This is an optimization exercise on Yosys and OpenROAD, whose aim is small area, not a production implementation. Where RTL was checked, it was by simulation tests only, not by an equivalence proof against the original. For run 6, only the layout was checked, not whether the RTL still works. Power and IR drop assume default switching activity.

File: flow/config.mk
export PLATFORM = sky130hd
export DESIGN_NAME = processing_fsm
export DESIGN_NICKNAME = processing_fsm
export VERILOG_FILES = /design/flow/design.v
export SDC_FILE = /design/flow/constraint.sdc
export NUM_CORES = 4
export LEC_CHECK = 0
export CAP_MARGIN = 10
export CORE_MARGIN = 2
export CORE_UTILIZATION = 70
export GPL_TIMING_DRIVEN = 0
export SLEW_MARGIN = 10
File: flow/constraint.sdc
create_clock -name core_clock -period 7.0 [get_ports {clock}]
set_input_delay 1.4000 -clock core_clock [delete_from_list [all_inputs] [get_ports {clock}]]
set_output_delay 1.4000 -clock core_clock [all_outputs]
set_load 0.01 [all_outputs]
File: flow/design.v
module processing_fsm(clock, reset, start_signal, size, done,
                            buf_0_write_en, buf_1_write_en, error_buf_write_en,
                            buf_0_w_data, buf_1_w_data, error_mem_w_data,
                            buf_0_r_data, buf_1_r_data, error_mem_r_data,
                            buf_0_addr, buf_1_addr, error_mem_addr, buf_sel);
    input clock;
    input reset;
    input start_signal;
    input size;
    output reg done;
    output buf_0_write_en;
    output buf_1_write_en;
    output error_buf_write_en;
    output reg [7:0] buf_0_w_data;
    output reg [7:0] buf_1_w_data;
    output [15:0] error_mem_w_data;
    input  [7:0] buf_0_r_data;
    input  [7:0] buf_1_r_data;
    input  [15:0] error_mem_r_data;
    output reg [15:0] buf_0_addr;
    output reg [15:0] buf_1_addr;
    output [15:0] error_mem_addr;
    output reg buf_sel;
    assign error_buf_write_en = 1'b0;
    assign error_mem_w_data = 16'b0;
    localparam [4:0]
        WAIT   = 5'd0,
        LMID   = 5'd1,
        LBTM1  = 5'd2,    
        LBTM   = 5'd3,    
        CHECK  = 5'd4,
        CHECKN = 5'd5,    
        DONE   = 5'd6,
        NW     = 5'd13,
        N      = 5'd14,
        NE     = 5'd15,
        W      = 5'd16,
        E      = 5'd17,
        SW     = 5'd18,
        S      = 5'd19,
        SE     = 5'd20,
        MW1    = 5'd21,
        MW2    = 5'd22,
        MW3    = 5'd23,
        SUM    = 5'd24,
        WR     = 5'd25;
    reg [4:0] state;
    reg [7:0] ema;
    assign error_mem_addr = {8'b0, ema};
    reg [5:0] pixel_count;
    reg [3:0] packet_count;
    reg       size_r;          
    reg wr;                    
    assign buf_0_write_en = wr & ~buf_sel;
    assign buf_1_write_en = wr & buf_sel;
    reg [15:0] eb0, eb1, eb2;
    reg [1:0]  ptr;
    reg [2:0]  fp;             
    reg [10:0] acc;
    wire s_check  = (state == CHECK) || (state == CHECKN);
    wire s_nw = (state == NW), s_n = (state == N), s_ne = (state == NE);
    wire s_w  = (state == W),  s_e = (state == E), s_sw = (state == SW);
    wire s_s  = (state == S),  s_se = (state == SE);
    wire s_top  = s_nw | s_n | s_ne;
    wire s_addr = s_top | s_w | s_e | s_sw | s_s | s_se;
    wire s_data = state[4] && !state[3];           
    wire [2:0] di = state[2:0];                    
    wire pix0    = (pixel_count == 6'd0);
    wire pix_r   = size_r ? (pixel_count == 6'd31) : (pixel_count == 6'd15);
    wire pkt_r   = size_r ? (packet_count == 4'd7) : (packet_count == 4'd15);
    wire at_top  = (ema == 8'd1);
    wire at_bot  = (ema == 8'd240);
    wire at_left = pix0 && (packet_count == 4'd0);
    wire at_right = pix_r && pkt_r;
    wire off_w   = pix0;
    wire off_e   = !pix0 && pix_r;
    reg [1:0] phys;
    always @(*) begin
        case ({s_check, s_top})
            2'b10, 2'b11: phys = (ptr == 2'd0) ? 2'd1 : (ptr == 2'd1) ? 2'd2 : 2'd0;
            2'b01:        phys = ptr;
            default:      phys = (ptr == 2'd0) ? 2'd2 : (ptr == 2'd1) ? 2'd0 : 2'd1;
        endcase
    end
    wire [15:0] word = (phys == 2'd0) ? eb0 : (phys == 2'd1) ? eb1 : eb2;
    wire dec = (s_nw | s_ne | s_sw) & off_w;
    wire inc = s_se & off_e;
    wire [3:0] pidx = packet_count + {dec, dec, dec, dec | inc};
    wire oob = (dec && packet_count == 4'd0) || (inc && packet_count == 4'd15);
    wire ebit = !oob && word[~pidx];
    wire err_mid = ebit;
    wire f = buf_sel ^ (s_w | s_e | (ebit & !(s_top & at_top)));
    wire dxm = s_nw | s_w | s_sw;
    wire dxp = s_ne | s_e | s_se;
    wire dym = s_top;
    wire dyp = s_sw | s_s | s_se;
    wire [7:0] u   = {2'b0, pixel_count} + {{7{dxm}}, dxm | dxp};    
    wire [10:0] t  = {{3{u[7]}}, u} +
                     (size_r ? {1'b0, packet_count, 5'b0} : {2'b0, packet_count, 4'b0});
    wire [2:0] dya  = dym ? 3'b110 : dyp ? 3'b000 : 3'b111;
    wire [2:0] c3   = t[10:8] + dya;
    wire [7:0] hi   = ema + {{5{c3[2]}}, c3};
    wire [15:0] nbr = {hi, t[7:0]};
    wire [7:0] pix = fp[2] ? buf_1_r_data : buf_0_r_data;
    reg [1:0] wt;
    always @(*) begin
        if (at_top && at_left)       case (di) 4: wt = 3; 6: wt = 3; 7: wt = 2; default: wt = 0; endcase
        else if (at_top && at_right) case (di) 3: wt = 3; 5: wt = 2; 6: wt = 3; default: wt = 0; endcase
        else if (at_top)             case (di) 3: wt = 2; 4: wt = 2; 5: wt = 1; 6: wt = 2; 7: wt = 1; default: wt = 0; endcase
        else if (at_bot && at_left)  case (di) 1: wt = 3; 2: wt = 2; 4: wt = 3; default: wt = 0; endcase
        else if (at_bot && at_right) case (di) 0: wt = 2; 1: wt = 3; 3: wt = 3; default: wt = 0; endcase
        else if (at_left)            case (di) 1: wt = 2; 2: wt = 1; 4: wt = 2; 6: wt = 2; 7: wt = 1; default: wt = 0; endcase
        else if (at_right)           case (di) 0: wt = 1; 1: wt = 2; 3: wt = 2; 5: wt = 1; 6: wt = 2; default: wt = 0; endcase
        else if (at_bot)             case (di) 0: wt = 1; 1: wt = 2; 2: wt = 1; 3: wt = 2; 4: wt = 2; default: wt = 0; endcase
        else                         wt = 1;
        if (!s_data) wt = 0;
    end
    wire [10:0] acc_in = s_w ? 11'd0 : acc;
    always @(posedge clock) begin
        acc <= acc_in + (wt[1] ? {2'b0, pix, 1'b0} : 11'd0) + (wt[0] ? {3'b0, pix} : 11'd0);
        fp  <= {fp[1:0], f};
    end
    wire pix_last  = size ? (pixel_count == 6'd31) : (pixel_count == 6'd15);
    wire pkt_last  = size ? (packet_count == 4'd7) : (packet_count == 4'd15);
    wire line_last = (ema == 8'd240);    
    wire next_pkt  = s_check ? !err_mid : pix_last;
    always @(posedge clock) begin
        if (state == WAIT || state == DONE) begin
            pixel_count <= 0;
            packet_count <= 0;
        end else if (s_check || state == WR) begin
            if (next_pkt) begin
                pixel_count <= 0;
                packet_count <= pkt_last ? 4'd0 : packet_count + 4'd1;
            end else if (state == WR)
                pixel_count <= pixel_count + 6'd1;
        end
        if (s_check) size_r <= size;
    end
    always @(posedge clock) begin
        if (state == WAIT) begin
            ptr <= 2'd0;
            eb1 <= error_mem_r_data;
        end else if (s_check) begin
            case (ptr)
                2'd0: eb2 <= error_mem_r_data;
                2'd1: eb0 <= error_mem_r_data;
                default: eb1 <= error_mem_r_data;
            endcase
        end else if (state == LBTM) begin
            ptr <= {ptr == 2'd1, ptr == 2'd0};
        end
    end
    always @(posedge clock, negedge reset) begin
        if (!reset) begin
            state <= WAIT;
            done <= 1'b0;
            buf_sel <= 1'b0;
            wr <= 1'b0;
            buf_0_w_data <= 8'd0;
            buf_1_w_data <= 8'd0;
            buf_0_addr <= 16'd0;
            buf_1_addr <= 16'd0;
            ema <= 8'd0;
        end else begin
            done <= (state == DONE);
            wr <= (state == WR);
            if (state == DONE) buf_sel <= ~buf_sel;
            if (state == WR) begin
                if (buf_sel) buf_1_w_data <= acc[10:3];
                else         buf_0_w_data <= acc[10:3];
            end
            if (s_addr) begin
                if (f) begin
                    buf_1_addr <= nbr;
                    if (s_e) buf_0_addr <= buf_1_addr;
                end else
                    buf_0_addr <= nbr;
            end
            case (state)
                WAIT:   ema <= {7'b0, start_signal};
                LMID:   ema <= 8'd1;
                CHECKN: ema <= ema + 8'd1;
                default: ;
            endcase
            case (state)
                WAIT:   state <= start_signal ? LMID : WAIT;
                LMID:   state <= LBTM1;
                LBTM1:  state <= CHECK;
                LBTM:   state <= CHECKN;
                DONE:   state <= WAIT;
                CHECK, CHECKN, WR: begin
                    if (s_check && err_mid) state <= NW;
                    else if (!next_pkt || !pkt_last) state <= CHECK;
                    else if (line_last) state <= DONE;
                    else state <= LBTM;
                end
                NW:  state <= N;
                N:   state <= NE;
                NE:  state <= W;
                W:   state <= E;
                E:   state <= SW;
                SW:  state <= S;
                S:   state <= SE;
                SE:  state <= MW1;
                MW1: state <= MW2;
                MW2: state <= MW3;
                MW3: state <= SUM;
                SUM: state <= WR;
                default: state <= WAIT;
            endcase
        end
    end
endmodule
File: flow/flow/run.sh
#!/bin/bash
# Standard ORFS layout, with every port buffered by the smallest buffer,
# Yosys/ABC's buffers removed before placement, one tie cell, and a clock
# tree without dummy loads.
set -euo pipefail
export BUFFER_PORTS_ARGS="-buffer_cell sky130_fd_sc_hd__buf_1"
export REMOVE_ABC_BUFFERS=1
export SKIP_REPAIR_TIE_FANOUT=1
export CTS_ARGS="-sink_clustering_enable -repair_clock_nets -dont_use_dummy_load -buf_list sky130_fd_sc_hd__clkbuf_4 -root_buf sky130_fd_sc_hd__clkbuf_16 -sink_clustering_size 10"
bash standard.sh > standard.log 2>&1
File: flow/standard.sh
#!/bin/bash
# synth_recipe.tcl (not shown) runs the flow's synth.tcl, then flattens the netlist and writes it again
# the make line also repeats each setting of config.mk as NAME=value (left out here)
make -C /OpenROAD-flow-scripts/flow DESIGN_CONFIG=/design/flow/config.mk WORK_HOME=/design/flow/orfs CLKGATE_MAP_FILE= SYNTH_SCRIPT=/design/flow/synth_recipe.tcl "${@:-finish}"
==> out/results.ini, run 1 <==
[status]
status=complete, no violations

[logic_synthesis]
yosys_warnings=1
netlist-cell-type-count=77
cell_type_contributing_the_most_total_cell_area_after_synthesis=sky130_fd_sc_hd__dfrtp_1
ys_seq_area_share_pct=42.6
synth.cell_area_um2=8430
yosys-top-cells-area=sky130_fd_sc_hd__dfrtp_1 19%, sky130_fd_sc_hd__edfxtp_1 17%, sky130_fd_sc_hd__ha_1 6.7%, sky130_fd_sc_hd__dfxtp_1 6.2%, sky130_fd_sc_hd__mux2_2 4.8%
synth.ff_latch_count=139
synth-edff-count=49
synth-async-reset-ratio_pct=46.0
yosysTopAreaCellShare_pct=19.0
synth_cells=798
synth.avg_cell_area_um2=10.6
synth_flop_cell=sky130_fd_sc_hd__dfrtp_1

[route]
drt-wirelength-per-cell_um=17.7
vias=6304
first_iter_violations=560
route.antenna.remaining_nets=0
detail_route.first_pass.iterations=5
route.detailed.vias_per_inst=6.28
wire_length_reported_by_the_detailed_router_um=17800
drc=0

[power]
pwr_density_cell_nw_per_um2=383
ir_drop_uv=226
power.leakage_uw=0.00377

[floorplan]
die_h_um=114
placement_rows=40
core_region_area_um2=11900
design.die.area_um2=12900
initial_utilization_pct=71.0
dieWidth_um=114
boundaryPins=121

[cts]
ctsLongestPathBuffers=2
tritoncts=built
cts_post_setup_buffers_inserted=0
clockRootBuffer=sky130_fd_sc_hd__clkbuf_16
path_clk_slew_ns=0.11
tritoncts_num_sinks=139
cts_made_buffers=17
clkLatencyLatePin_ns=0.37
htree_num_levels=4

[global_routing]
pin_count_of_the_biggest_net_entering_global_routing=32
grt_util_all_layers_pct=28.4
gr-total-overflow=0
grt_pass1_wl_um=28900
vias_in_the_first_global_route=6031
grt_antenna_before_repair=1

[run]
drv_cap=0

[placement]
placedInstanceArea_um2=8690
gp_congestion=0.935
port_buffers=95
dp.final_hpwl_um=13100
dp_worst_setup_slack_ns=-0.0689

[timing]
fin_tns_setup_ns=0
count_of_endpoints_failing_hold_in_the_final_timing_report=0
report.final.setup_viol=0
finalWorstSetupSlack_ns=0.640
worst_slew_margin_rel_pct=18.5
finalCritPeriodShare_pct=90.9
slew_viol_final=0
finalCriticalPeriod_ns=6.36
worst_clock_skew_ns=0.0305
max_freq_mhz=157
worst_slew_pin_slew_ns=1.21

[hold_path]
hold_class=flop to flop

[cells_and_area]
final_common_cell=sky130_fd_sc_hd__buf_1
utilization_after_layout_pct=74.8
area_growth_syn_to_layout_pct=5.27
final_cell_mix=94 x sky130_fd_sc_hd__buf_1, 71 x sky130_fd_sc_hd__nand2_1, 60 x sky130_fd_sc_hd__dfrtp_1, 51 x sky130_fd_sc_hd__inv_1, 49 x sky130_fd_sc_hd__edfxtp_1
post_route_cells_drive_above_1_share_pct=11.0
layout.nets=953
finish.instance_area_um2=8870

[setup_path]
timing.critical_path.fanout_max=21
cp-end-kind=flop
setup.worst_path.start_class=flop
crit_arrival_ns=6.63
cp_data_required_time_ns=7.27
timing.setup.critical_path_class=flop to flop

-- synthesized netlist by cell type (10+ instances only) --
master and instances:
sky130_fd_sc_hd__ha_1 45, sky130_fd_sc_hd__and3_1 10, sky130_fd_sc_hd__xor2_1 11, sky130_fd_sc_hd__nor2_1 36, sky130_fd_sc_hd__inv_1 51, sky130_fd_sc_hd__mux2_2 36
sky130_fd_sc_hd__dfrtp_1 64, sky130_fd_sc_hd__a221o_1 14, sky130_fd_sc_hd__nand3_1 17, sky130_fd_sc_hd__buf_4 25, sky130_fd_sc_hd__o21ai_0 29, sky130_fd_sc_hd__dfxtp_1 26
sky130_fd_sc_hd__and2_1 23, sky130_fd_sc_hd__fa_1 14, sky130_fd_sc_hd__clkbuf_1 17, sky130_fd_sc_hd__edfxtp_1 49, sky130_fd_sc_hd__xnor2_1 28, sky130_fd_sc_hd__nor3_1 10
sky130_fd_sc_hd__mux2i_1 16, sky130_fd_sc_hd__nand2_1 71, sky130_fd_sc_hd__a21oi_1 41
-- registers in the layout, indices dropped and copies added (netlist names), 2 cells and up --
register and flops:
pixel_count 6, buf_0_addr 16, state 5, acc 11, packet_count 4, eb0 16, buf_1_w_data 8, fp 3
buf_0_w_data 8, ptr 2, buf_1_addr 16, eb1 16, eb2 16, ema 8
-- worst paths after layout --
check | depth (start not counted) | startpoint | endpoint | slack [ns]
setup / recovery | 25 | state[3]$_DFF_PN0_ | buf_0_addr[15]$_DFFE_PN0P_ | 0.64
hold / removal | 0 | fp[1]$_DFF_P_ | fp[2]$_DFF_P_ | 0.34
setup reg to reg | 25 | state[3]$_DFF_PN0_ | buf_0_addr[15]$_DFFE_PN0P_ | 0.64
hold reg to reg | 0 | fp[1]$_DFF_P_ | fp[2]$_DFF_P_ | 0.34
max in group asynchronous | 3 | reset | buf_1_addr[6]$_DFFE_PN0P_ | 5.41
min in group asynchronous | 1 | reset | buf_0_w_data[6]$_DFFE_PN0P_ | 0.92
-- through the flow --
stage / power (uW) / hold WS (ns) / cells
2_1_floorplan: 2540 / 0.310 / 740
3_3_place_gp: 2920 / 0.312 / 982
3_5_place_dp: 3020 / 0.317 / 985
4_1_cts: 3390 / 0.342 / 1002
5_1_grt: 3640 / 0.352 / 1004
6_report: 3400 / 0.341 / 1004
-- timing repair --
action,4_1_cts,5_1_grt
gates cloned,0,0
hold endpoints to repair,0,0
hold buffers,0,0
resized for setup,3,6
pin swaps,0,0
endpoints found under the setup margin,2,6
-- report_power, final --
| part | internal [uW] | switching (uW) | total (uW) |
|---|---|---|---|
| clock | 133 | 236 | 368 |
| combinational | 689 | 1010 | 1700 |
| sequential | 1110 | 227 | 1330 |
| total | 1930 | 1470 | 3400 |
-- logic make-up after synthesis --
family	count (synthesis)	share of synthesized area [%]
simple gates	216	12.9
compound gates	172	15.4
flops	139	42.6
buf+inv	112	6.47
mux	60	8.49
fa+ha+maj	59	10.0
xor+xnor	39	4.05
other cells	1	0.0445
-- area by class of cell --
cell class                 count  area [um^2]
clock buffer                  17          145
fill                         879         2990
antenna                        1         2.50
sequential                   139         3600
tap                          147          184
inverter                      54          203
timing repair buffer          99          418
multi-input combinational    547         4320
-- worst max-delay path, cell delays in order, from the launching register on --
cell and delay (ns):
sky130_fd_sc_hd__dfrtp_1 0.75, sky130_fd_sc_hd__and3b_2 0.48, sky130_fd_sc_hd__a21oi_2 0.15, sky130_fd_sc_hd__inv_1 0.27, sky130_fd_sc_hd__ha_1 0.30, sky130_fd_sc_hd__ha_1 0.23, sky130_fd_sc_hd__fa_1 0.41, sky130_fd_sc_hd__a21o_1 0.17
sky130_fd_sc_hd__a21oi_1 0.20, sky130_fd_sc_hd__o21ai_0 0.12, sky130_fd_sc_hd__a21oi_1 0.23, sky130_fd_sc_hd__o21bai_1 0.09, sky130_fd_sc_hd__a21oi_1 0.18, sky130_fd_sc_hd__xor2_1 0.11, sky130_fd_sc_hd__fa_1 0.41, sky130_fd_sc_hd__xnor2_1 0.18
sky130_fd_sc_hd__xnor2_2 0.38, sky130_fd_sc_hd__ha_1 0.35, sky130_fd_sc_hd__a21oi_1 0.21, sky130_fd_sc_hd__o21ai_0 0.16, sky130_fd_sc_hd__o21ai_0 0.17, sky130_fd_sc_hd__nand2b_1 0.07, sky130_fd_sc_hd__a21oi_1 0.17, sky130_fd_sc_hd__xnor2_1 0.18
sky130_fd_sc_hd__xnor2_1 0.11, sky130_fd_sc_hd__a222oi_1 0.21
-- metal layers --
layer,track usage [%],wire length [um]
met2,46.9,8690
met3,5.84,990
met1,38.2,7790
met5,0,0
met4,8.46,287
==> run 2: changes to the inputs <==
==> flow/flow/run.sh (replaced) <==
#!/bin/bash
# The standard ORFS layout with these changes:
#  - synthesis: ABC maps for area (flow/area.abc) and Yosys does not extract
#    full/half adder cells; registers are untouched (same script otherwise);
#  - every port is buffered by the smallest buffer;
#  - Yosys/ABC buffers are removed before placement and one tie cell is kept;
#  - the clock tree uses no dummy loads.
set -euo pipefail
W=$PWD
{
  echo 'proc extract_fa {args} {}'
  echo 'proc abc {args} {'
  echo '  set i [lsearch -exact $args -script]'
  echo "  if {\$i >= 0} { lset args [expr {\$i + 1}] $W/flow/area.abc }"
  echo '  yosys abc {*}$args'
  echo '}'
  cat synth_recipe.tcl
} > flow_synth.tcl
sed "s#SYNTH_SCRIPT=[^ ]*#SYNTH_SCRIPT=$W/flow_synth.tcl#" standard.sh > flow_standard.sh
export BUFFER_PORTS_ARGS="-buffer_cell sky130_fd_sc_hd__buf_1"
export REMOVE_ABC_BUFFERS=1
export SKIP_REPAIR_TIE_FANOUT=1
export CTS_ARGS="-sink_clustering_enable -repair_clock_nets -dont_use_dummy_load -buf_list sky130_fd_sc_hd__clkbuf_8 -sink_clustering_size 20"
bash flow_standard.sh > standard.log 2>&1
==> flow/flow/area.abc (new file) <==
strash
dch -f
map -a
topo
dnsize -c
==> run 2 against run 1 <==
Effect of this change:
- wire length shrank 6.9%
- clock skew shrank 0.00083 ns
- die area down 8.3%
- first-iteration DRC count is 8.8% higher
- cell count increased by 21%
- utilization rose by 3.1 points
- clock power up 26%
- synthesized cell count is 23% higher
- area after synthesis fell by 8.6%
- clock-buffer cell count unchanged
- fmax fell by 0.18%
- sequential share of layout area is 2.2 points higher
- largest power group unchanged
==> out/results.ini, run 2 <==
[setup_path]
critical_path_slowest_stage_cell=sky130_fd_sc_hd__nor2_2
critical-path-max-stage-delay_ns=0.57  ; -0.18 ns
crit_arrival_ns=6.68  ; +0.05 ns
cp-end-kind=flop
timing.critical_path.fanout_max=13  ; -38%
setup.worst_path.start_class=flop
cp_data_required_time_ns=7.31  ; +0.04 ns
timing.setup.critical_path_class=flop to flop
worst_path_most_repeated_cell=sky130_fd_sc_hd__clkinv_1

[placement]
gp_congestion=0.991  ; +6.0%
dp.final_hpwl_um=12400  ; -5.2%
port_buffers=95  ; unchanged
dp_worst_setup_slack_ns=-0.696  ; -0.627 ns
placedInstanceArea_um2=8140  ; -6.4%

[logic_synthesis]
cell_type_contributing_the_most_total_cell_area_after_synthesis=sky130_fd_sc_hd__dfrtp_1
yosys-top-cells-area=sky130_fd_sc_hd__dfrtp_1 21%, sky130_fd_sc_hd__edfxtp_1 19%, sky130_fd_sc_hd__nor2_1 8.6%, sky130_fd_sc_hd__nand2_1 7.1%, sky130_fd_sc_hd__clkinv_1 7.0%
yosysTopAreaCellShare_pct=20.8  ; +1.8 points
synth_cells=982  ; +23%
netlist-cell-type-count=37  ; -52%
ys_top_cells_by_count=176 x sky130_fd_sc_hd__nor2_1, 145 x sky130_fd_sc_hd__nand2_1, 144 x sky130_fd_sc_hd__clkinv_1
ys_seq_area_share_pct=46.6  ; +4.0 points
yosys_warnings=1  ; unchanged
synth.cell_area_um2=7700  ; -8.6%
synth-async-reset-ratio_pct=46.0  ; unchanged
synth.ff_latch_count=139  ; unchanged
synth_most_common_cell=sky130_fd_sc_hd__nor2_1
synth-edff-count=49  ; unchanged
synth_flop_cell=sky130_fd_sc_hd__dfrtp_1
synth.avg_cell_area_um2=7.85  ; -26%

[floorplan]
die_h_um=109  ; -4.2%
dieWidth_um=109  ; -4.2%
core_region_area_um2=10800  ; -9.0%
design.die.area_um2=11900  ; -8.3%
initial_utilization_pct=71.4  ; +0.36 points
placement_rows=38  ; -5.0%
boundaryPins=121  ; unchanged

[cells_and_area]
insertedDiodeCount=0  ; -1
final_cell_mix=171 x sky130_fd_sc_hd__nor2_1, 144 x sky130_fd_sc_hd__clkinv_1, 144 x sky130_fd_sc_hd__nand2_1, 107 x sky130_fd_sc_hd__o21ai_0, 94 x sky130_fd_sc_hd__buf_1
area_growth_syn_to_layout_pct=9.09
layout.nets=1112  ; +17%
post_route_cells_drive_above_1_share_pct=3.72  ; -7.3 points
final_common_cell=sky130_fd_sc_hd__nor2_1
finish.instance_area_um2=8410  ; -5.2%

[power]
pwr_density_cell_nw_per_um2=452  ; +18%
ir_drop_uv=277  ; +23%
power.leakage_uw=0.00335  ; -11%
fin_total_pwr_uw=3800  ; +12%

[cts]
path_clk_slew_ns=0.08  ; -0.03 ns
cts_post_setup_buffers_inserted=0  ; unchanged
post_cts.resized_instances=5  ; +2
clockRootBuffer=sky130_fd_sc_hd__clkbuf_8
tritoncts_num_sinks=139  ; unchanged
ctsLongestPathBuffers=2  ; unchanged
tritoncts=built
cts_made_buffers=17  ; unchanged
post_cts_hold_buffer_count=0  ; unchanged
clkLatencyLatePin_ns=0.46  ; +0.09 ns
htree_num_levels=4  ; unchanged

[timing]
worst_clock_skew_ns=0.0297  ; -0.000835 ns
finalCriticalPeriod_ns=6.37  ; +0.0117 ns
count_of_endpoints_failing_hold_in_the_final_timing_report=0  ; unchanged
fin_hold_ws_ns=0.329  ; -0.0118 ns
worst_slew_margin_rel_pct=43.4  ; +25 points
slew_viol_final=0  ; unchanged
finalWorstSetupSlack_ns=0.628  ; -0.0117 ns
report.final.setup_viol=0  ; unchanged
finalCritPeriodShare_pct=91.0  ; +0.17 points
rsz0062_at_grt=no
max_freq_mhz=157  ; -0.18%
worst_slew_pin_slew_ns=0.842  ; -0.373 ns
fin_tns_setup_ns=0  ; unchanged

[route]
route.antenna.remaining_nets=0  ; unchanged
first_iter_violations=609  ; +8.8%
drt-wirelength-per-cell_um=13.6  ; -23%
detail_route.first_pass.iterations=5  ; unchanged
wire_length_reported_by_the_detailed_router_um=16500  ; -6.9%
route.detailed.vias_per_inst=5.57  ; -11%
vias=6767  ; +7.3%
drc=0  ; unchanged

[run]
drv_cap=0  ; unchanged

[global_routing]
grt_pass1_wl_um=27300  ; -5.6%
gr-total-overflow=0  ; unchanged
vias_in_the_first_global_route=6133  ; +1.7%
pin_count_of_the_biggest_net_entering_global_routing=34  ; +6.3%
grt_util_all_layers_pct=29.7  ; +1.4 points
grt_antenna_before_repair=0  ; -1

[hold_path]
hold_class=flop to flop

[status]
status=complete, no violations

## run 2: cell count changes after synthesis, sizes merged, moves of 18 or more
cell,previous run,this run
xor2,11,35
xnor2,28,10
mux2,39,3
ha,45,0
nor2,37,176
clkinv,3,144
inv,51,0
o21ai,29,108
nand2,71,145
a21oi,42,67
and2,23,1
## run 2: power by group
part           switching [uW]  internal [uW]  total (uW)  leakage [uW]
Sequential                141           1110        1250       0.00153
Clock                     250            213         463      0.000122
Combinational            1410            675        2080       0.00170
## run 2: critical path, delay by kind of cell (launching register included)
family	cells	cell delay, ns
AO/OA/AOI/OAI	8	1.94
XOR/XNOR	3	0.53
flip-flops	1	0.40
AND/OR/NAND/NOR	14	2.30
buffers and inverters	7	1.04
## run 2: final cells by class
cell class,count,area [um^2]
clock buffers,17,234
multi-input cells,674,3430
inverters,144,541
well taps,140,175
flip-flops and latches,139,3590
repair buffers,100,430
fillers,801,2390
## run 2: worst paths after layout
check | startpoint | endpoint | slack, ns | depth (start not counted)
setup / recovery | state[4]$_DFF_PN0_ | buf_0_addr[15]$_DFFE_PN0P_ | 0.63 | 32
hold / removal | fp[0]$_DFF_P_ | fp[1]$_DFF_P_ | 0.33 | 0
setup reg to reg | state[4]$_DFF_PN0_ | buf_0_addr[15]$_DFFE_PN0P_ | 0.63 | 32
hold reg to reg | fp[0]$_DFF_P_ | fp[1]$_DFF_P_ | 0.33 | 0
max in group asynchronous | reset | buf_1_w_data[6]$_DFFE_PN0P_ | 5.35 | 2
min in group asynchronous | reset | buf_0_addr[1]$_DFFE_PN0P_ | 1.01 | 1
## run 2: cells by family after synthesis
family,count (synthesis),share of synthesized area [%]
DFF,139,46.6
muxes,17,2.26
AOI/OAI and AO/OA,222,16.1
buffers and inverters,169,9.45
and+or+nand+nor,389,20.4
other,1,0.0487
xor gates and xnor gates,45,5.12
## run 2: routing by layer
metal	global-route usage (%)	vias up	wire length, um
li1	-	3462	-
met1	38.0	3039	7330
met2	48.9	225	7750
met3	6.81	41	995
met4	12.1	0	459
met5	0	-	0
## run 2: metrics by stage
step,utilization (%),std cells
2_1_floorplan,-,957
3_3_place_gp,74.6,1192
3_5_place_dp,75.4,1197
4_1_cts,77.7,1214
5_1_grt,77.9,1214
6_report,77.9,1214
==> run 3: changes to the inputs <==
==> flow/flow/area.abc (replaced) <==
strash
dc2
dch -f
amap
strash
dch -f
amap
topo
dnsize -c
==> run 3 against run 2 <==
Effect of this change:
- critical path depth shrank 8
- worst setup slack lost 0.30 ns
- clock-buffer cell count is the same
- design area shrank 4.5%
- utilization grew 3.9 points
- total power shrank 3.8%
- via count grew 1.8%
- clock skew is essentially flat
- die area shrank 7.1%
- sequential share of layout area grew 2.0 points
==> out/results.ini, run 3 <==
[status]
status=complete, no violations

[timing]
finalCriticalPeriod_ns=6.67  ; +0.296 ns
slew_viol_final=0  ; unchanged
worst_slew_margin_rel_pct=20.1  ; -23 points
finalCritPeriodShare_pct=95.2  ; +4.2 points
worst_clock_skew_ns=0.0294  ; -0.000269 ns
worst_slew_pin_slew_ns=1.19  ; +0.346 ns
count_of_endpoints_failing_hold_in_the_final_timing_report=0  ; unchanged
max_freq_mhz=150  ; -4.4%
report.final.setup_viol=0  ; unchanged

[global_routing]
vias_in_the_first_global_route=6338  ; +3.3%
grt_util_all_layers_pct=33.1  ; +3.4 points
pin_count_of_the_biggest_net_entering_global_routing=38  ; +12%
grt_pass1_wl_um=29300  ; +7.1%
gr-total-overflow=0  ; unchanged
grt_antenna_before_repair=0  ; unchanged

[setup_path]
crit_arrival_ns=6.94  ; +0.26 ns
regToRegSetupSlack_ns=0.33  ; -0.30 ns
cp-end-kind=flop
timing.setup.critical_path_class=flop to flop
regToRegStartpoint=state[1]$_DFF_PN0_
crit_start=state[1]$_DFF_PN0_
critical-path-max-stage-delay_ns=0.52  ; -0.05 ns
worstPathBufferInverterCount=5  ; -2
crit_chain=clkinv_1 -> nand2_1 -> nor3_1 -> or2_0 -> nor2_1 -> nand2_1 -> o21ai_0 -> nor2b_2 -> clkinv_1 -> a221oi_1 -> o21ai_0 -> a32o_1 -> o221ai_1 -> o21bai_1 -> a21oi_1 -> nor3_1 -> a21oi_4 -> buf_12 -> clkinv_2 -> nor2_1 -> nor2_4 -> clkinv_1 -> nand2_1 -> o21ai_0
cp_data_required_time_ns=7.27  ; -0.04 ns
critical_path_slowest_stage_cell=sky130_fd_sc_hd__o21ai_0
timing.critical_path.fanout_max=19  ; +6
path_delay_family=simple AND/OR/NAND/NOR gates
worst_reg_to_reg_cells=24  ; -25%
setup.worst_path.start_class=flop
r2r_end=buf_0_addr[9]$_DFFE_PN0P_

[placement]
dp.final_hpwl_um=13000  ; +4.5%
gp_congestion=0.960  ; -3.1%
placedInstanceArea_um2=7520  ; -7.5%
port_buffers=95  ; unchanged

[cts]
ctsLongestPathBuffers=2  ; unchanged
cts_made_buffers=17  ; unchanged
tritoncts=built
clkLatencyLatePin_ns=0.45  ; about the same
clockRootBuffer=sky130_fd_sc_hd__clkbuf_8
tritoncts_num_sinks=139  ; unchanged
post_cts_hold_buffer_count=0  ; unchanged
htree_num_levels=4  ; unchanged
path_clk_slew_ns=0.05  ; -0.03 ns

[route]
wire_length_reported_by_the_detailed_router_um=18100  ; +9.7%
vias=6891  ; +1.8%
detail_route.first_pass.iterations=6  ; +1
first_iter_violations=691  ; +13%
drt-wirelength-per-cell_um=17.0  ; +24%
route.antenna.remaining_nets=0  ; unchanged
drc=0  ; unchanged
route.detailed.vias_per_inst=6.44  ; +16%

[cells_and_area]
utilization_after_layout_pct=81.8  ; +3.9 points
insertedDiodeCount=0  ; unchanged
final_common_cell=sky130_fd_sc_hd__nor2_1
area_growth_syn_to_layout_pct=12.5
final_cell_mix=153 x sky130_fd_sc_hd__nor2_1, 94 x sky130_fd_sc_hd__buf_1, 86 x sky130_fd_sc_hd__nand2_1, 73 x sky130_fd_sc_hd__clkinv_1, 67 x sky130_fd_sc_hd__a21oi_1
finish.instance_area_um2=8030  ; -4.5%
post_route_cells_drive_above_1_share_pct=6.94  ; +3.2 points
layout.nets=975  ; -12%

[hold_path]
worstHoldPathCells=0  ; unchanged
endpoint_of_the_worst_hold_timing_path=fp[1]$_DFF_P_
worst_min_delay_path_startpoint=fp[0]$_DFF_P_
hold_class=flop to flop

[logic_synthesis]
yosys-top-cells-area=sky130_fd_sc_hd__dfrtp_1 22%, sky130_fd_sc_hd__edfxtp_1 21%, sky130_fd_sc_hd__nor2_1 8.4%, sky130_fd_sc_hd__dfxtp_1 7.3%, sky130_fd_sc_hd__a21oi_1 4.9%
synth_top_family_by_area=compound AO/OA/AOI/OAI gates
synth_cells=832  ; -15%
synth_compound_gate_area_share_pct=24.8  ; +8.7 points
synth_most_common_cell=sky130_fd_sc_hd__nor2_1
post_synth_xor_xnor_area_pct=0  ; -5.1 points
synth_simple_gate_area_share_pct=18.0  ; -2.4 points
synth.ff_latch_count=139  ; unchanged
yosysTopAreaCellShare_pct=22.4  ; +1.7 points
yosys_warnings=1  ; unchanged
synth.cell_area_um2=7140  ; -7.4%
netlist-cell-type-count=42  ; +14%
synth-edff-count=49  ; unchanged
ys_top_cells_by_count=160 x sky130_fd_sc_hd__nor2_1, 87 x sky130_fd_sc_hd__nand2_1, 80 x sky130_fd_sc_hd__clkinv_1
synth-async-reset-ratio_pct=46.0  ; unchanged
ys_seq_area_share_pct=50.3  ; +3.7 points
synth_flop_cell=sky130_fd_sc_hd__dfrtp_1
synth.avg_cell_area_um2=8.58  ; +9.3%
cell_type_contributing_the_most_total_cell_area_after_synthesis=sky130_fd_sc_hd__dfrtp_1
synth_mux_area_share_pct=0  ; -2.3 points
adder_cell_area_share_of_the_yosys_netlist_pct=0  ; unchanged

[power]
power.leakage_uw=0.00299  ; -11%
ir_drop_uv=261  ; -6.0%
pwr_density_cell_nw_per_um2=455  ; +0.76%

[floorplan]
placement_rows=36  ; -5.3%
die_h_um=105  ; -3.6%
boundaryPins=121  ; unchanged
core_region_area_um2=9820  ; -9.0%
design.die.area_um2=11000  ; -7.1%
dieWidth_um=105  ; -3.6%
initial_utilization_pct=72.7  ; +1.3 points

[run]
drv_cap=0  ; unchanged

-- run 3: logic make-up after synthesis --
family                 count (synthesis)
and+or+nand+nor                      310
AOI/OAI and AO/OA                    277
DFF                                  139
buffers and inverters                105
other                                  1
-- run 3: worst max-delay path by stage --
stage                                 endpoint  slack (ns)  depth (start not counted)
finish               buf_0_addr[9]$_DFFE_PN0P_        0.33                         24
global route                   acc[10]$_DFF_P_       -0.08                         35
CTS                 buf_1_addr[12]$_DFFE_PN0P_        0.16                         25
detailed placement  buf_1_addr[12]$_DFFE_PN0P_       -2.32                         25
global placement    buf_1_addr[12]$_DFFE_PN0P_       -2.74                         25
floorplan           buf_1_addr[12]$_DFFE_PN0P_       -0.05                         25
-- run 3: final cells by class --
type / instances / area (um^2)
multi-input combinational: 588 / 3200
sequential: 139 / 3590
clock buffer: 17 / 234
tap: 133 / 166
fill: 648 / 1790
timing repair buffer: 113 / 526
inverter: 80 / 313
-- run 3: power by group --
| part | switching (uW) | internal, uW | leakage (uW) | total [uW] |
|---|---|---|---|---|
| Sequential | 151 | 1120 | 0.00151 | 1270 |
| Combinational | 1230 | 685 | 0.00136 | 1920 |
| Clock | 249 | 213 | 0.000122 | 462 |
-- run 3: layer usage --
layer	GRT usage, %	up-vias	wire (um)
li1	-	3201	-
met1	42.4	3176	7020
met2	56.1	450	8980
met3	6.55	64	1640
met4	11.9	0	502
met5	0	-	0
-- run 3: timing repair --
item                       in CTS  in global routing
gates cloned                    0                  0
pin swaps                       0                  3
setup endpoints to repair      34                 27
gates resized for setup        22                 16
buffers inserted                0                 16
-- run 3: metrics by stage --
step / cells / setup slack [ns] / hold slack, ns / setup TNS, ns / total power [uW]
final: 1070 / 0.333 / 0.324 / 0 / 3650
after global routing: 1070 / -0.0800 / 0.335 / -0.102 / 3900
after CTS: 1054 / 0.157 / 0.327 / 0 / 3480
after detailed placement: 1037 / -2.32 / 0.314 / -49.57 / 2980
after global placement: 1035 / -2.74 / 0.318 / -62.61 / 2870
after floorplan: 807 / -0.0477 / 0.310 / -0.111 / 2480
==> run 4: changes to the inputs <==
==> flow/flow/area.abc (replaced) <==
strash
&get -n
&deepsyn -T 60
&put
dch -f
amap
strash
dch -f
amap
topo
dnsize -c
==> run 4 against run 3 <==
Effect of this change:
- still clean
- clock skew shrank 0.0074 ns
- total power decreased by 9.7%
- non-clock buffer count down 12
- via count decreased by 7.8%
- combinational power fell by 19%
- die area fell by 3.8%
- largest cell class unchanged
==> out/results.ini, run 4 <==
[status]
status=complete, no violations

[cts]
ctsLongestPathBuffers=2  ; unchanged
clockRootBuffer=sky130_fd_sc_hd__clkbuf_8
tritoncts_num_sinks=139  ; unchanged
htree_num_levels=4  ; unchanged
path_clk_slew_ns=0.08  ; +0.03 ns
tritoncts=built
clkLatencyLatePin_ns=0.44  ; about the same
post_cts_hold_buffer_count=0  ; unchanged
cts_made_buffers=17  ; unchanged

[floorplan]
initial_utilization_pct=71.2  ; -1.5 points
design.die.area_um2=10600  ; -3.8%
dieWidth_um=103  ; -1.9%
boundaryPins=121  ; unchanged
core_region_area_um2=9640  ; -1.8%
die_h_um=103  ; -1.9%
placement_rows=36  ; unchanged

[setup_path]
r2r_end=acc[10]$_DFF_P_
path_delay_family=simple AND/OR/NAND/NOR gates
setup.worst_path.start_class=flop
cp-end-kind=flop
worstPathBufferInverterCount=3  ; -2
regToRegSetupSlack_ns=0.41  ; +0.08 ns
timing.setup.critical_path_class=flop to flop
worst_reg_to_reg_cells=39  ; +63%
regToRegStartpoint=pixel_count[0]$_SDFFE_PP0P_
cp_data_required_time_ns=7.33  ; +0.06 ns
crit_arrival_ns=6.92  ; -0.02 ns
critical_path_slowest_stage_cell=sky130_fd_sc_hd__or4_1
timing.critical_path.fanout_max=8  ; -11
critical-path-max-stage-delay_ns=0.48  ; -0.04 ns

[cells_and_area]
layout.nets=931  ; -4.5%
post_route_cells_drive_above_1_share_pct=5.49  ; -1.4 points
area_growth_syn_to_layout_pct=10.9
layout.filler_cells=635  ; -2.0%
insertedDiodeCount=0  ; unchanged
utilization_after_layout_pct=78.9  ; -2.8 points
final_common_cell=sky130_fd_sc_hd__nor2_1
final_cell_mix=143 x sky130_fd_sc_hd__nor2_1, 105 x sky130_fd_sc_hd__clkinv_1, 94 x sky130_fd_sc_hd__buf_1, 76 x sky130_fd_sc_hd__nand2_1, 66 x sky130_fd_sc_hd__o21ai_0

[power]
pwr_density_cell_nw_per_um2=434  ; -4.7%
clock_power_share_pct=14.3  ; +1.7 points
power_switching_uw=1460  ; -10%
cellInternalPower_uw=1840  ; -9.1%
ir_drop_uv=245  ; -5.9%
power.leakage_uw=0.00286  ; -4.3%
combinationalPowerShare_pct=47.1  ; -5.4 points
fin_total_pwr_uw=3300  ; -9.7%
power.switching_fraction_pct=44.3  ; -0.34 points
seqPwrFrac_pct=38.6  ; +3.7 points

[logic_synthesis]
synth-async-reset-ratio_pct=46.0  ; unchanged
yosys_warnings=1  ; unchanged
ys_seq_area_share_pct=52.4  ; +2.0 points
synth.ff_latch_count=139  ; unchanged
yosys-top-cells-area=sky130_fd_sc_hd__dfrtp_1 23%, sky130_fd_sc_hd__edfxtp_1 21%, sky130_fd_sc_hd__nor2_1 8.3%, sky130_fd_sc_hd__dfxtp_1 7.6%, sky130_fd_sc_hd__clkinv_1 5.8%
netlist-cell-type-count=39  ; -7.1%
synth_cells=800  ; -3.8%
synth.cell_area_um2=6860  ; -3.9%
synth_flop_cell=sky130_fd_sc_hd__dfrtp_1
ys_top_cells_by_count=151 x sky130_fd_sc_hd__nor2_1, 106 x sky130_fd_sc_hd__clkinv_1, 76 x sky130_fd_sc_hd__nand2_1
yosysTopAreaCellShare_pct=23.3  ; +0.91 points
synth.avg_cell_area_um2=8.57  ; about the same
synth-edff-count=49  ; unchanged
cell_type_contributing_the_most_total_cell_area_after_synthesis=sky130_fd_sc_hd__dfrtp_1
synth_most_common_cell=sky130_fd_sc_hd__nor2_1

[global_routing]
grt_pass1_wl_um=27100  ; -7.2%
pin_count_of_the_biggest_net_entering_global_routing=35  ; -7.9%
vias_in_the_first_global_route=5871  ; -7.4%
gr-total-overflow=0  ; unchanged
grt_antenna_before_repair=0  ; unchanged
grt_util_all_layers_pct=33.0  ; -0.086 points

[hold_path]
worstHoldPathCells=0  ; unchanged
endpoint_of_the_worst_hold_timing_path=fp[2]$_DFF_P_
hold_class=flop to flop
worst_min_delay_path_startpoint=fp[1]$_DFF_P_

[timing]
finalWorstSetupSlack_ns=0.411  ; +0.0787 ns
count_of_endpoints_failing_hold_in_the_final_timing_report=0  ; unchanged
fin_tns_setup_ns=0  ; unchanged
report.final.setup_viol=0  ; unchanged
max_freq_mhz=152  ; +1.2%
rsz0062_at_grt=yes
slew_viol_final=0  ; unchanged
worst_slew_margin_rel_pct=27.8  ; +7.7 points
worst_slew_pin_slew_ns=1.08  ; -0.108 ns
worst_clock_skew_ns=0.0220  ; -0.00735 ns
finalCritPeriodShare_pct=94.1  ; -1.1 points
finalCriticalPeriod_ns=6.59  ; -0.0787 ns

[route]
drc=0  ; unchanged
route.antenna.remaining_nets=0  ; unchanged
first_iter_violations=460  ; -33%
drt-wirelength-per-cell_um=16.9  ; -0.61%
detail_route.first_pass.iterations=5  ; -1
vias=6356  ; -7.8%
route.detailed.vias_per_inst=6.19  ; -3.8%
wire_length_reported_by_the_detailed_router_um=17300  ; -4.7%

[placement]
port_buffers=95  ; unchanged
dp_worst_setup_slack_ns=-0.343  ; +1.98 ns
gp_congestion=0.954  ; -0.66%
dp.final_hpwl_um=12400  ; -4.2%

[run]
drv_cap=0  ; unchanged

-- run 4: changes by cell type in the layout (fill, tap and decap cells not counted), moves of 5 or more --
cell                       before  now
sky130_fd_sc_hd__a31oi_1       17    2
sky130_fd_sc_hd__o21ai_0       52   66
sky130_fd_sc_hd__nor3_1        18   13
sky130_fd_sc_hd__o221ai_1       2    9
sky130_fd_sc_hd__o22a_1        18    3
sky130_fd_sc_hd__nand2_1       86   76
sky130_fd_sc_hd__or2_0         12    2
sky130_fd_sc_hd__clkinv_1      73  105
sky130_fd_sc_hd__a21oi_1       67   59
sky130_fd_sc_hd__o22ai_1       40   52
sky130_fd_sc_hd__o21a_1        19    8
sky130_fd_sc_hd__buf_4         15    3
sky130_fd_sc_hd__a22o_1         8    0
sky130_fd_sc_hd__nor2_1       153  143
-- run 4: cell type report --
cell class / instances / area, um^2 / share of cell area (%)
Multi-Input combinational cell: 530 / 2780 / 36.6
Tap cell: 133 / 166 / 2.19
Clock buffer: 17 / 234 / 3.07
Sequential cell: 139 / 3590 / 47.2
Timing Repair Buffer: 101 / 430 / 5.66
Inverter: 106 / 402 / 5.28
-- run 4: power by group through the flow --
stage	combinational, uW	clock (uW)	sequential (uW)
floorplan	998	0	1300
global placement	1380	0	1270
detailed placement	1480	0	1280
CTS	1500	473	1270
global route	1740	506	1300
finish	1550	471	1280
-- run 4: routing by layer --
layer	track usage (%)	vias to the layer above	part of all wire, %
li1	-	3007	-
met1	42.9	2968	40
met4	14.2	0	2.3
met2	54.1	337	50
met5	0	-	0
met3	6.58	44	7.7
-- run 4: through the flow --
stage	std cells	hold slack (ns)	instance area [um^2]
floorplan	775	0.310	6670
detailed placement	1006	0.313	7260
CTS	1023	0.326	7520
global placement	1003	0.312	7190
global route	1026	0.335	7610
finish	1026	0.326	7610
-- run 4: how the worst max path moves through the flow --
stage / startpoint / endpoint / depth (start not counted)
final: pixel_count[0]$_SDFFE_PP0P_ / acc[10]$_DFF_P_ / 39
after global routing: pixel_count[0]$_SDFFE_PP0P_ / acc[10]$_DFF_P_ / 40
after CTS: pixel_count[0]$_SDFFE_PP0P_ / acc[10]$_DFF_P_ / 40
after detailed placement: pixel_count[0]$_SDFFE_PP0P_ / acc[10]$_DFF_P_ / 41
after global placement: state[1]$_DFF_PN0_ / buf_0_addr[2]$_DFFE_PN0P_ / 24
after floorplan: pixel_count[0]$_SDFFE_PP0P_ / buf_0_addr[1]$_DFFE_PN0P_ / 26
-- run 4: repair_timing --
| item | in CTS | in global routing |
|---|---|---|
| hold endpoints to repair | 0 | 0 |
| buffers inserted | 0 | 3 |
| pin swaps | 0 | 1 |
| setup endpoints to repair | 13 | 19 |
| gates resized for setup | 10 | 19 |
-- run 4: cells by family (layout without fill, tap and decap cells) --
kind of cell	count (synthesis)	in the layout	share of synthesized area, %
AOI/OAI and AO/OA	251	251	22.3
buffers and inverters	131	224	8.54
DFF	139	139	52.4
other	1	1	0.0547
and+or+nand+nor	278	278	16.7
==> run 5: changes to the inputs <==
--- a/flow/flow/run.sh
+++ b/flow/flow/run.sh
@@ -20,5 +20,5 @@
 export BUFFER_PORTS_ARGS="-buffer_cell sky130_fd_sc_hd__buf_1"
 export REMOVE_ABC_BUFFERS=1
 export SKIP_REPAIR_TIE_FANOUT=1
-export CTS_ARGS="-sink_clustering_enable -repair_clock_nets -dont_use_dummy_load -buf_list sky130_fd_sc_hd__clkbuf_8 -sink_clustering_size 20"
+export CTS_ARGS="-sink_clustering_enable -repair_clock_nets -dont_use_dummy_load -buf_list sky130_fd_sc_hd__clkbuf_4 -root_buf sky130_fd_sc_hd__clkbuf_8 -sink_clustering_size 20"
 bash flow_standard.sh > standard.log 2>&1
==> flow/flow/area.abc (replaced) <==
strash
dch -f
map -a
topo
dnsize -c
==> run 5 against run 4 <==
Effect of this change:
- fmax up 3.3%
- clock-buffer cell count did not move
- still clean
- sequential power hardly changed
- register-to-register slack better by 0.21 ns
- total power rose by 11%
- combinational power increased by 34%
- synthesized cell count grew 23%
- first-iteration DRC count rose by 24%
- design area grew 9.1%
==> out/results.ini, run 5 <==
[status]
status=complete, no violations

[power]
power.leakage_uw=0.00331  ; +16%
ir_drop_uv=281  ; +15%
pwr_density_cell_nw_per_um2=442  ; +1.8%

[logic_synthesis]
synth.avg_cell_area_um2=7.85  ; -8.5%
ys_top_cells_by_count=176 x sky130_fd_sc_hd__nor2_1, 145 x sky130_fd_sc_hd__nand2_1, 144 x sky130_fd_sc_hd__clkinv_1
cell_type_contributing_the_most_total_cell_area_after_synthesis=sky130_fd_sc_hd__dfrtp_1
yosys-top-cells-area=sky130_fd_sc_hd__dfrtp_1 21%, sky130_fd_sc_hd__edfxtp_1 19%, sky130_fd_sc_hd__nor2_1 8.6%, sky130_fd_sc_hd__nand2_1 7.1%, sky130_fd_sc_hd__clkinv_1 7.0%
ys_seq_area_share_pct=46.6  ; -5.8 points
synth_flop_cell=sky130_fd_sc_hd__dfrtp_1
synth_cells=982  ; +23%
synth-edff-count=49  ; unchanged
yosys_warnings=1  ; unchanged
synth.cell_area_um2=7700  ; +12%
yosysTopAreaCellShare_pct=20.8  ; -2.6 points
netlist-cell-type-count=37  ; -5.1%
synth_most_common_cell=sky130_fd_sc_hd__nor2_1
synth-async-reset-ratio_pct=46.0  ; unchanged
synth.ff_latch_count=139  ; unchanged

[cts]
post_cts_hold_buffer_count=0  ; unchanged
cts_made_buffers=17  ; unchanged
tritoncts=built
clockRootBuffer=sky130_fd_sc_hd__clkbuf_8
htree_num_levels=4  ; unchanged
clkLatencyLatePin_ns=0.44  ; about the same
ctsLongestPathBuffers=2  ; unchanged
path_clk_slew_ns=0.12  ; +0.04 ns
tritoncts_num_sinks=139  ; unchanged

[setup_path]
crit_path_end=buf_0_addr[15]$_DFFE_PN0P_
critical_path_slowest_stage_cell=sky130_fd_sc_hd__nor2_2
cp_data_required_time_ns=7.29  ; -0.04 ns
timing.critical_path.fanout_max=13  ; +5
worst_path_most_repeated_cell=sky130_fd_sc_hd__clkinv_1
timing.setup.critical_path_class=flop to flop
critical-path-max-stage-delay_ns=0.56  ; +0.08 ns
cp-end-kind=flop
crit_arrival_ns=6.67  ; -0.25 ns
worst_reg_to_reg_cells=32  ; -18%
crit_start=state[4]$_DFF_PN0_
regToRegSetupSlack_ns=0.62  ; +0.21 ns
regToRegStartpoint=state[4]$_DFF_PN0_
r2r_end=buf_0_addr[15]$_DFFE_PN0P_
setup.worst_path.start_class=flop

[timing]
fin_hold_ws_ns=0.335  ; +0.00900 ns
finalCriticalPeriod_ns=6.38  ; -0.213 ns
rsz0062_at_grt=no
finalWorstSetupSlack_ns=0.624  ; +0.213 ns
count_of_endpoints_failing_hold_in_the_final_timing_report=0  ; unchanged
max_freq_mhz=157  ; +3.3%
slew_viol_final=0  ; unchanged
report.final.setup_viol=0  ; unchanged
finalCritPeriodShare_pct=91.1  ; -3.0 points
worst_clock_skew_ns=0.0451  ; +0.0231 ns
worst_slew_pin_slew_ns=0.851  ; -0.228 ns
worst_slew_margin_rel_pct=43.3  ; +15 points

[cells_and_area]
area_growth_syn_to_layout_pct=7.79
layout.filler_cells=823  ; +30%
final_cell_mix=171 x sky130_fd_sc_hd__nor2_1, 144 x sky130_fd_sc_hd__clkinv_1, 144 x sky130_fd_sc_hd__nand2_1, 107 x sky130_fd_sc_hd__o21ai_0, 94 x sky130_fd_sc_hd__buf_1
layout.nets=1112  ; +19%
post_route_cells_drive_above_1_share_pct=3.72  ; -1.8 points
final-instance-count-excl-fill=1214  ; +18%
final_common_cell=sky130_fd_sc_hd__nor2_1
insertedDiodeCount=0  ; unchanged

[floorplan]
design.die.area_um2=11900  ; +12%
dieWidth_um=109  ; +5.8%
initial_utilization_pct=71.4  ; +0.23 points
die_h_um=109  ; +5.8%
core_region_area_um2=10800  ; +12%
placement_rows=38  ; +5.6%
boundaryPins=121  ; unchanged

[global_routing]
grt_antenna_before_repair=0  ; unchanged
vias_in_the_first_global_route=6117  ; +4.2%
gr-total-overflow=0  ; unchanged
grt_pass1_wl_um=27100  ; about the same
pin_count_of_the_biggest_net_entering_global_routing=34  ; -2.9%
grt_util_all_layers_pct=29.5  ; -3.5 points

[route]
vias=6775  ; +6.6%
detail_route.first_pass.iterations=7  ; +2
wire_length_reported_by_the_detailed_router_um=16400  ; -5.4%
first_iter_violations=569  ; +24%
drt-wirelength-per-cell_um=13.5  ; -20%
drc=0  ; unchanged
route.antenna.remaining_nets=0  ; unchanged
route.detailed.vias_per_inst=5.58  ; -9.9%

[placement]
dp.cells=1197  ; +19%
gp_congestion=0.991  ; +3.9%
dp.final_hpwl_um=12400  ; -0.15%
dp_worst_setup_slack_ns=-0.696  ; -0.353 ns
port_buffers=95  ; unchanged

[hold_path]
hold_class=flop to flop

[run]
drv_cap=0  ; unchanged

[run 5: cell types whose count changed after synthesis, moves of 9 or more]
cell and change:
sky130_fd_sc_hd__mux2i_1 +14, sky130_fd_sc_hd__nor2_1 +25, sky130_fd_sc_hd__nand2_1 +69, sky130_fd_sc_hd__xnor2_1 +10, sky130_fd_sc_hd__o22ai_1 -47, sky130_fd_sc_hd__nor3_1 +10
sky130_fd_sc_hd__o21ai_0 +37, sky130_fd_sc_hd__clkinv_1 +38, sky130_fd_sc_hd__nand3_1 +9, sky130_fd_sc_hd__xor2_1 +35
[run 5: final cells by class]
class / count / area [um^2] / share of cell area [%]
inverters: 144 / 541 / 6.51
multi-input cells: 674 / 3430 / 41.3
clock buffers: 17 / 134 / 1.61
well taps: 140 / 175 / 2.11
flip-flops and latches: 139 / 3590 / 43.3
repair buffers: 100 / 430 / 5.18
[run 5: worst max-delay path, delay by kind of cell, from the launching register on]
| kind | cells | cell delay, ns |
|---|---|---|
| AND/OR/NAND/NOR | 14 | 2.29 |
| buffers and inverters | 7 | 1.04 |
| AO/OA/AOI/OAI | 8 | 1.95 |
| flip-flops | 1 | 0.41 |
| XOR/XNOR | 3 | 0.53 |
[run 5: metal layers]
metal	GRT usage, %	wire (um)
met5	0	0
met4	12.2	421
met3	7.11	1050
met2	48.8	7650
met1	37.1	7230
[run 5: stage by stage]
stage / TNS (ns) / instance area (um^2) / utilization [%] / total power (uW)
floorplan: 0 / 7520 / - / 2740
global placement: -29.31 / 8050 / 74.6 / 3200
detailed placement: -5.33 / 8140 / 75.4 / 3300
CTS: 0 / 8290 / 76.8 / 3670
global route: 0 / 8310 / 77.0 / 4040
finish: 0 / 8310 / 77.0 / 3670
[run 5: repair_timing]
action                                  4_1_cts  5_1_grt
gates resized for setup                       6        3
endpoints found under the hold margin         0        0
endpoints found under the setup margin       10       24
buffers inserted                              0        0
[run 5: how the worst min path moves through the flow]
| stage | from | to | slack (ns) | cells after the start |
|---|---|---|---|---|
| after global placement | fp[1]$_DFF_P_ | fp[2]$_DFF_P_ | 0.31 | 0 |
| after CTS | fp[0]$_DFF_P_ | fp[1]$_DFF_P_ | 0.34 | 0 |
| after floorplan | fp[0]$_DFF_P_ | fp[1]$_DFF_P_ | 0.31 | 0 |
| after global routing | fp[1]$_DFF_P_ | fp[2]$_DFF_P_ | 0.35 | 0 |
| final | fp[0]$_DFF_P_ | fp[1]$_DFF_P_ | 0.34 | 0 |
| after detailed placement | fp[0]$_DFF_P_ | fp[1]$_DFF_P_ | 0.32 | 0 |
[run 5: cell families after synthesis]
kind of cell           count (synthesis)  synth area share, %
flip-flops                           139                 46.6
XOR/XNOR                              45                 5.12
multiplexers                          17                 2.26
AND/OR/NAND/NOR                      389                 20.4
buffers and inverters                169                 9.45
AO/OA/AOI/OAI                        222                 16.1
other                                  1               0.0487
[run 5: where the power goes]
part           switching (uW)  internal, uW
Sequential                141          1110
Clock                     232           119
Combinational            1390           675
Total                    1760          1900
==> run 6: changes to the inputs <==
--- a/flow/design.v
+++ b/flow/design.v
@@ -91,14 +91,15 @@
     wire err_mid = ebit;
     wire f = buf_sel ^ (s_w | s_e | (ebit & !(s_top & at_top)));
     wire dxm = s_nw | s_w | s_sw;
-    wire dxp = s_ne | s_e | s_se;
+    wire s_wr = (state == WR);
+    wire dxp = s_ne | s_e | s_se | s_wr;    
     wire dym = s_top;
     wire dyp = s_sw | s_s | s_se;
     wire [7:0] u   = {2'b0, pixel_count} + {{7{dxm}}, dxm | dxp};    
     wire [10:0] t  = {{3{u[7]}}, u} +
                      (size_r ? {1'b0, packet_count, 5'b0} : {2'b0, packet_count, 4'b0});
     wire [2:0] dya  = dym ? 3'b110 : dyp ? 3'b000 : 3'b111;
-    wire [2:0] c3   = t[10:8] + dya;
+    wire [2:0] c3   = (state == CHECKN) ? 3'd1 : t[10:8] + dya;
     wire [7:0] hi   = ema + {{5{c3[2]}}, c3};
     wire [15:0] nbr = {hi, t[7:0]};
     wire [7:0] pix = fp[2] ? buf_1_r_data : buf_0_r_data;
@@ -133,7 +134,7 @@
                 pixel_count <= 0;
                 packet_count <= pkt_last ? 4'd0 : packet_count + 4'd1;
             end else if (state == WR)
-                pixel_count <= pixel_count + 6'd1;
+                pixel_count <= u[5:0];
         end
         if (s_check) size_r <= size;
     end
@@ -180,7 +181,7 @@
             case (state)
                 WAIT:   ema <= {7'b0, start_signal};
                 LMID:   ema <= 8'd1;
-                CHECKN: ema <= ema + 8'd1;
+                CHECKN: ema <= hi;
                 default: ;
             endcase
             case (state)
--- a/flow/flow/run.sh
+++ b/flow/flow/run.sh
@@ -20,5 +20,5 @@
 export BUFFER_PORTS_ARGS="-buffer_cell sky130_fd_sc_hd__buf_1"
 export REMOVE_ABC_BUFFERS=1
 export SKIP_REPAIR_TIE_FANOUT=1
-export CTS_ARGS="-sink_clustering_enable -repair_clock_nets -dont_use_dummy_load -buf_list sky130_fd_sc_hd__clkbuf_4 -root_buf sky130_fd_sc_hd__clkbuf_8 -sink_clustering_size 20"
+export CTS_ARGS="-repair_clock_nets -dont_use_dummy_load -buf_list sky130_fd_sc_hd__clkbuf_8"
 bash flow_standard.sh > standard.log 2>&1
==> flow/flow/area.abc (replaced) <==
strash
&get -n
&deepsyn -T 60
&put
dch -f
amap
strash
dch -f
amap
topo
dnsize -c
==> run 6 against run 5 <==
Effect of this change:
- sequential share of layout area up 4.2 points
- worst setup slack worse by 0.012 ns
- non-clock buffer count up 1
- critical path depth down 4
- via count down 8.5%
- register-to-register slack about the same
- clock skew down 0.013 ns
- sequential power up 7%
- design area down 8.9%
- critical endpoint is now buf_0_addr[10]$_DFFE_PN0P_
==> out/results.ini, run 6 <==
[route]
route.antenna.remaining_nets=0  ; unchanged
drc=0  ; unchanged
first_iter_violations=461  ; -19%
wire_length_reported_by_the_detailed_router_um=16700  ; +2.0%
vias=6200  ; -8.5%
detail_route.first_pass.iterations=8  ; +1
drt-wirelength-per-cell_um=16.2  ; +20%
route.detailed.vias_per_inst=6.02  ; +7.9%

[timing]
worst_slew_margin_rel_pct=33.6  ; -9.6 points
finalCriticalPeriod_ns=6.39  ; +0.0116 ns
worst_slew_pin_slew_ns=0.995  ; +0.144 ns
slew_viol_final=0  ; unchanged
finalCritPeriodShare_pct=91.2  ; +0.17 points
report.final.setup_viol=0  ; unchanged
worst_clock_skew_ns=0.0322  ; -0.0128 ns
count_of_endpoints_failing_hold_in_the_final_timing_report=0  ; unchanged
max_freq_mhz=157  ; -0.18%

[cells_and_area]
layout.nets=935  ; -16%
utilization_after_layout_pct=78.5  ; +1.6 points
post_route_cells_drive_above_1_share_pct=4.46  ; +0.73 points
insertedDiodeCount=0  ; unchanged
layout.filler_cells=702  ; -15%
area_growth_syn_to_layout_pct=10.2
final_common_cell=sky130_fd_sc_hd__nor2_1
final_cell_mix=148 x sky130_fd_sc_hd__nor2_1, 94 x sky130_fd_sc_hd__buf_1, 87 x sky130_fd_sc_hd__clkinv_1, 79 x sky130_fd_sc_hd__nand2_1, 74 x sky130_fd_sc_hd__o21ai_0

[cts]
htree_num_levels=4  ; unchanged
post_cts_hold_buffer_count=0  ; unchanged
clkLatencyLatePin_ns=0.45  ; about the same
tritoncts_num_sinks=139  ; unchanged
path_clk_slew_ns=0.06  ; -0.06 ns
ctsLongestPathBuffers=2  ; unchanged
tritoncts=built
clockRootBuffer=sky130_fd_sc_hd__clkbuf_8
cts_made_buffers=17  ; unchanged

[power]
pwr_density_cell_nw_per_um2=545  ; +23%
ir_drop_uv=287  ; +2.1%
fin_total_pwr_uw=4130  ; +13%
power.leakage_uw=0.00280  ; -15%

[logic_synthesis]
synth_compound_gate_area_share_pct=21.5  ; +5.4 points
post_synth_xor_xnor_area_pct=0  ; -5.1 points
synth_flop_cell=sky130_fd_sc_hd__dfrtp_1
ys_top_cells_by_count=154 x sky130_fd_sc_hd__nor2_1, 89 x sky130_fd_sc_hd__clkinv_1, 80 x sky130_fd_sc_hd__o21ai_0
yosysTopAreaCellShare_pct=23.3  ; +2.5 points
synth_cells=804  ; -18%
ys_seq_area_share_pct=52.3  ; +5.7 points
synth-async-reset-ratio_pct=46.0  ; unchanged
synth-edff-count=49  ; unchanged
synth_top_family_by_area=compound AO/OA/AOI/OAI gates
synth_simple_gate_area_share_pct=18.5  ; -1.9 points
synth.cell_area_um2=6870  ; -11%
netlist-cell-type-count=40  ; +8.1%
synth.avg_cell_area_um2=8.54  ; +8.9%
synth.ff_latch_count=139  ; unchanged
yosys-top-cells-area=sky130_fd_sc_hd__dfrtp_1 23%, sky130_fd_sc_hd__edfxtp_1 21%, sky130_fd_sc_hd__nor2_1 8.4%, sky130_fd_sc_hd__dfxtp_1 7.6%, sky130_fd_sc_hd__o21ai_0 5.8%
yosys_warnings=1  ; unchanged
synth_mux_area_share_pct=0  ; -2.3 points
synth_most_common_cell=sky130_fd_sc_hd__nor2_1
cell_type_contributing_the_most_total_cell_area_after_synthesis=sky130_fd_sc_hd__dfrtp_1
adder_cell_area_share_of_the_yosys_netlist_pct=0  ; unchanged

[hold_path]
hold_class=flop to flop

[status]
status=complete, no violations

[setup_path]
cp_data_required_time_ns=7.28  ; about the same
critical_path_slowest_stage_cell=sky130_fd_sc_hd__nor2_1
crit_arrival_ns=6.67  ; about the same
timing.critical_path.fanout_max=24  ; +11
critical-path-max-stage-delay_ns=0.52  ; -0.04 ns
path_delay_family=compound AO/OA/AOI/OAI gates
timing.setup.critical_path_class=flop to flop
worstPathBufferInverterCount=5  ; -2
cp-end-kind=flop
setup.worst_path.start_class=flop
worst_path_most_repeated_cell=sky130_fd_sc_hd__nor2_1

[floorplan]
initial_utilization_pct=71.2  ; -0.15 points
die_h_um=103  ; -5.4%
design.die.area_um2=10600  ; -10%
dieWidth_um=103  ; -5.4%
core_region_area_um2=9640  ; -11%
boundaryPins=121  ; unchanged
placement_rows=36  ; -5.3%

[global_routing]
grt_antenna_before_repair=0  ; unchanged
grt_util_all_layers_pct=32.9  ; +3.4 points
pin_count_of_the_biggest_net_entering_global_routing=36  ; +5.9%
gr-total-overflow=0  ; unchanged
vias_in_the_first_global_route=5873  ; -4.0%
grt_pass1_wl_um=27000  ; -0.31%

[placement]
port_buffers=95  ; unchanged
dp.final_hpwl_um=12500  ; +0.34%
gp_congestion=0.975  ; -1.6%

[run]
drv_cap=0  ; unchanged

[run 6: changes by cell type after synthesis, moves of 22 or more]
| cell | before | now |
|---|---|---|
| sky130_fd_sc_hd__clkinv_1 | 144 | 89 |
| sky130_fd_sc_hd__o21ai_0 | 108 | 80 |
| sky130_fd_sc_hd__o22ai_1 | 8 | 50 |
| sky130_fd_sc_hd__nor2_1 | 176 | 154 |
| sky130_fd_sc_hd__xor2_1 | 35 | 0 |
| sky130_fd_sc_hd__nand2_1 | 145 | 79 |
[run 6: worst paths after layout]
kind / startpoint / to / slack (ns) / cells past startpoint
worst max register to register: state[4]$_DFF_PN0_ / buf_0_addr[10]$_DFFE_PN0P_ / 0.61 / 28
max in group asynchronous: reset / buf_0_addr[6]$_DFFE_PN0P_ / 5.38 / 2
worst min register to register: fp[1]$_DFF_P_ / fp[2]$_DFF_P_ / 0.33 / 0
worst max-delay path: state[4]$_DFF_PN0_ / buf_0_addr[10]$_DFFE_PN0P_ / 0.61 / 28
worst min-delay path: fp[1]$_DFF_P_ / fp[2]$_DFF_P_ / 0.33 / 0
min in group asynchronous: reset / buf_0_addr[12]$_DFFE_PN0P_ / 0.98 / 1
[run 6: per-stage QoR]
step / hold slack, ns / area (um^2) / setup slack [ns] / setup TNS, ns / cells
global route: 0.329 / 7570 / -0.0361 / -0.106 / 1030
finish: 0.326 / 7570 / 0.613 / 0 / 1030
global placement: 0.312 / 7200 / -0.760 / -9.69 / 1007
detailed placement: 0.316 / 7260 / -0.111 / -0.366 / 1010
CTS: 0.328 / 7500 / 0.00424 / 0 / 1027
floorplan: 0.310 / 6680 / 1.55 / 0 / 779
[run 6: timing repair]
action                     in CTS  in global routing
resized for setup               1                 17
cloned                          0                  0
hold endpoints to repair        0                  0
setup buffers                   0                  2
setup endpoints to repair      16                 25
[run 6: cell families after synthesis]
| group | Yosys count |
|---|---|
| buffers and inverters | 114 |
| AOI/OAI and AO/OA | 247 |
| other | 1 |
| DFF | 139 |
| and+or+nand+nor | 303 |
[run 6: layer usage]
metal  global-route usage (%)  vias up  part of all wire [%]
met1                     41.9     2867                    40
met5                        0        -                     0
met4                     11.8        0                   1.7
met3                     8.27       25                   8.8
met2                     54.7      296                    50
li1                         -     3012                     -
[run 6: final cells by class]
class	instances	area (um^2)	area share, %
tap	133	166	2.20
timing repair buffer	101	424	5.60
clock buffer	17	234	3.09
sequential	139	3590	47.5
multi-input combinational	551	2810	37.2
inverter	89	338	4.46
[run 6: power by group]
group | internal (uW) | switching [uW]
logic | 756 | 1560
registers | 1150 | 191
clock network | 213 | 253

[static timing again, ports no longer ideal]
In the flow no input, the clock included, has a driving cell. The finished layouts below were timed again as built, in two steps.
Step 1 sets driving cells, clkbuf_16 on the clock port and buf_2 on the other inputs (assumed; they add their load-dependent delay and slew).
Step 2 moves the port delays by t, midway between the first and last clock arrival at a register: inputs arrive t later, outputs are due t later. That takes back most of the time a late clock gives input paths.
Three values: ideal, step 1, step 2; two values: the first two.
run	t, ns	setup slack, ns	worst register clock-pin slew, ns	worst slew at a driven data input, ns
run 1	0.399	0.640 / 0.640 / 0.640	0.11 / 0.11	0.04
run 2	0.481	0.628 / 0.628 / 0.628	0.08 / 0.08	0.04
run 3	0.473	0.333 / 0.333 / 0.333	0.08 / 0.08	0.04
run 4	0.457	0.411 / 0.411 / 0.411	0.08 / 0.08	0.05
run 5	0.459	0.624 / 0.624 / 0.624	0.12 / 0.12	0.03
run 6	0.465	0.613 / 0.613 / 0.613	0.08 / 0.08	0.04
After both steps setup and hold are still met in every run listed.
